This is an optimization exercise on Yosys and OpenROAD, whose aim is small area and a short achievable clock period, not a production implementation. In this exercise RTL edits were held to simulation tests only and were not proved equivalent to the original.

## dlfloat16_fpu
module dlfloat16_fpu (
  input             clk,
  input             rst_n,
  input      [3:0]  op,
  input      [2:0]  rm,
  input      [31:0] op1,
  input      [15:0] op2,
  input      [15:0] op3,
  output     [31:0] result,
  output            invalid,
  output            inexact,
  output            overflow,
  output            underflow,
  output            div_by_zero
);
  localparam OP_ADD   = 4'd0;
  localparam OP_SUB   = 4'd1;
  localparam OP_MUL   = 4'd2;
  localparam OP_DIV   = 4'd3;
  localparam OP_SQRT  = 4'd4;
  localparam OP_FMA   = 4'd5;
  localparam OP_FMS   = 4'd6;
  localparam OP_SGNJ  = 4'd7;
  localparam OP_SGNJN = 4'd8;
  localparam OP_SGNJX = 4'd9;
  localparam OP_NEG   = 4'd10;
  localparam OP_FLT   = 4'd11;
  localparam OP_FEQ   = 4'd12;
  localparam OP_FGT   = 4'd13;
  localparam OP_F2I   = 4'd14;
  localparam OP_I2F   = 4'd15;
  reg [3:0]  q_op;
  reg        q_rn;
  reg [15:0] q_a, q_b, q_c;
  always @(posedge clk) begin
    q_op <= op;
  ...
Size in the first run: roughly 2900 cells after synthesis, roughly 16000 µm² of cells after synthesis.
Settings: LEC_CHECK=0, CAP_MARGIN=20, CORE_MARGIN=2, CORE_UTILIZATION=60, SLEW_MARGIN=20; clock period 200.0 ns.
standard.sh (not shown) runs the stock make flow with config.mk's settings and CLKGATE_MAP_FILE= SYNTH_SCRIPT=/design/flow/synth_recipe.tcl, a recipe that flattens the netlist after the stock synthesis.
==> flow/flow/run.sh <==
#!/bin/bash
# Own flow: the standard layout (standard.sh, all steps) with these changes:
#  - synthesis keeps the large units (SYNTH_HIERARCHICAL 1, SYNTH_MINIMUM_KEEP_SIZE 1000)
#    until ABC has mapped them, then flattens as synth_recipe.tcl does;
#  - ABC maps the divider (module fp_div, the critical path) with flow/fast.abc (delay
#    target 22 ns) and every
#    other module with flow/area.abc, an area-oriented script, instead of ORFS's script;
#  - no full-adder extraction before ABC (ADDER_MAP_FILE empty), so ABC maps the adders;
#  - port buffers are sky130_fd_sc_hd__buf_1 (BUFFER_PORTS_ARGS) instead of the default.
# Registers, floorplan, placement, CTS and routing are the standard flow's own.
set -euo pipefail
W="$(cd "$(dirname "${BASH_SOURCE[0]}")/.." && pwd)"
cd "$W"
{
  head -n 1 synth_recipe.tcl
  cat <<TCL
proc abc {args} {
  set i [lsearch \$args -script]
  set fast \$args
  lset fast [expr {\$i + 1}] {$W/flow/fast.abc}
  set area \$args
  lset area [expr {\$i + 1}] {$W/flow/area.abc}
  yosys tee -o {$W/abc_modules.log} ls
  if {[catch { yosys abc {*}\$fast fp_div } err]} { puts "abc fp_div: \$err" }
  foreach m {dlfloat16_fpu fp_sqrt sq_core fp_mul fp_add fp_i2f fp_round fp_sign fp_cmp fp_f2i} {
    if {[catch { yosys abc {*}\$area \$m } err]} { puts "abc \$m: \$err" }
  }
}
TCL
  tail -n +2 synth_recipe.tcl
} > own_synth.tcl
sed -e "s#SYNTH_SCRIPT=[^ ]*#SYNTH_SCRIPT=$W/own_synth.tcl SYNTH_HIERARCHICAL=1 SYNTH_MINIMUM_KEEP_SIZE=1000 ADDER_MAP_FILE= BUFFER_PORTS_ARGS='-buffer_cell sky130_fd_sc_hd__buf_1'#" standard.sh > own_standard.sh
grep -q "SYNTH_SCRIPT=$W/own_synth.tcl" own_standard.sh
bash own_standard.sh > own_flow.log 2>&1
==> flow/flow/area.abc <==
strash
&get -n
&deepsyn -T 20
&put
dch -f
amap
topo
stime -c
dnsize -c
==> flow/flow/fast.abc <==
strash
&get -n
&deepsyn -T 20
&put
dch -f
map -D 22000
topo
stime -c
dnsize -c
Rerun with:
--- a/flow/flow/run.sh
+++ b/flow/flow/run.sh
@@ -4,4 +4,3 @@
 #    until ABC has mapped them, then flattens as synth_recipe.tcl does;
-#  - ABC maps the divider (module fp_div, the critical path) with flow/fast.abc (delay
-#    target 22 ns) and every
+#  - ABC maps the divider (module fp_div, the critical path) with flow/fast.abc and every
 #    other module with flow/area.abc, an area-oriented script, instead of ORFS's script;
==> flow/flow/area.abc (replaced) <==
strash
balance
rewrite
refactor
balance
rewrite
rewrite -z
balance
refactor -z
rewrite -z
balance
dch -f
amap
topo
stime -c
dnsize -c
==> flow/flow/fast.abc (replaced) <==
strash
dc2
dch -f
map -a
topo
stime -c
dnsize -c
Result: The changed run went through all stages and came out clean; final area went up by 10%; routed wire length went up by 8.3%; hold slack loses 0.14 ns; sequential share of layout area went down by 0.80 points; setup slack gains 0.50 ns; maximum frequency went up by 1.2%; clock-buffer cell count is unchanged; global-route usage went down by 0.73 points; clock skew went down by 0.012 ns; synthesized area went up by 9.6%.

-- port drivers added, routing unchanged --
In the flow no input, the clock included, has a driving cell. The finished layouts below were timed again as built, in two steps.
Step 1 (the two cells are an assumption about what drives the block):
set clk [get_ports {clk}]
set_driving_cell -lib_cell sky130_fd_sc_hd__clkbuf_16 $clk
set_driving_cell -lib_cell sky130_fd_sc_hd__buf_2 [delete_from_list [all_inputs] $clk]
Step 2, shift: input delay + t, output delay - t, t = (earliest + latest rising clock arrival at the registers) / 2. This alone moves slack from input paths to output paths.
Three values: ideal ports, drivers, drivers and shift; two values: the first two.
run	t, ns	setup WS [ns]	clock arrival spread, ns	slew at the worst register clock pin (ns)
the first run	0.413	158.302 / 158.331 / 157.917	0.029 / 0.028	0.09 / 0.09
the second run	0.414	158.807 / 158.825 / 158.423	0.016 / 0.016	0.07 / 0.07
After both steps every run listed still meets setup and hold. For the first run, which loses most, drivers alone change the setup slack by +0.029 ns; drivers and shift together by -0.385 ns.
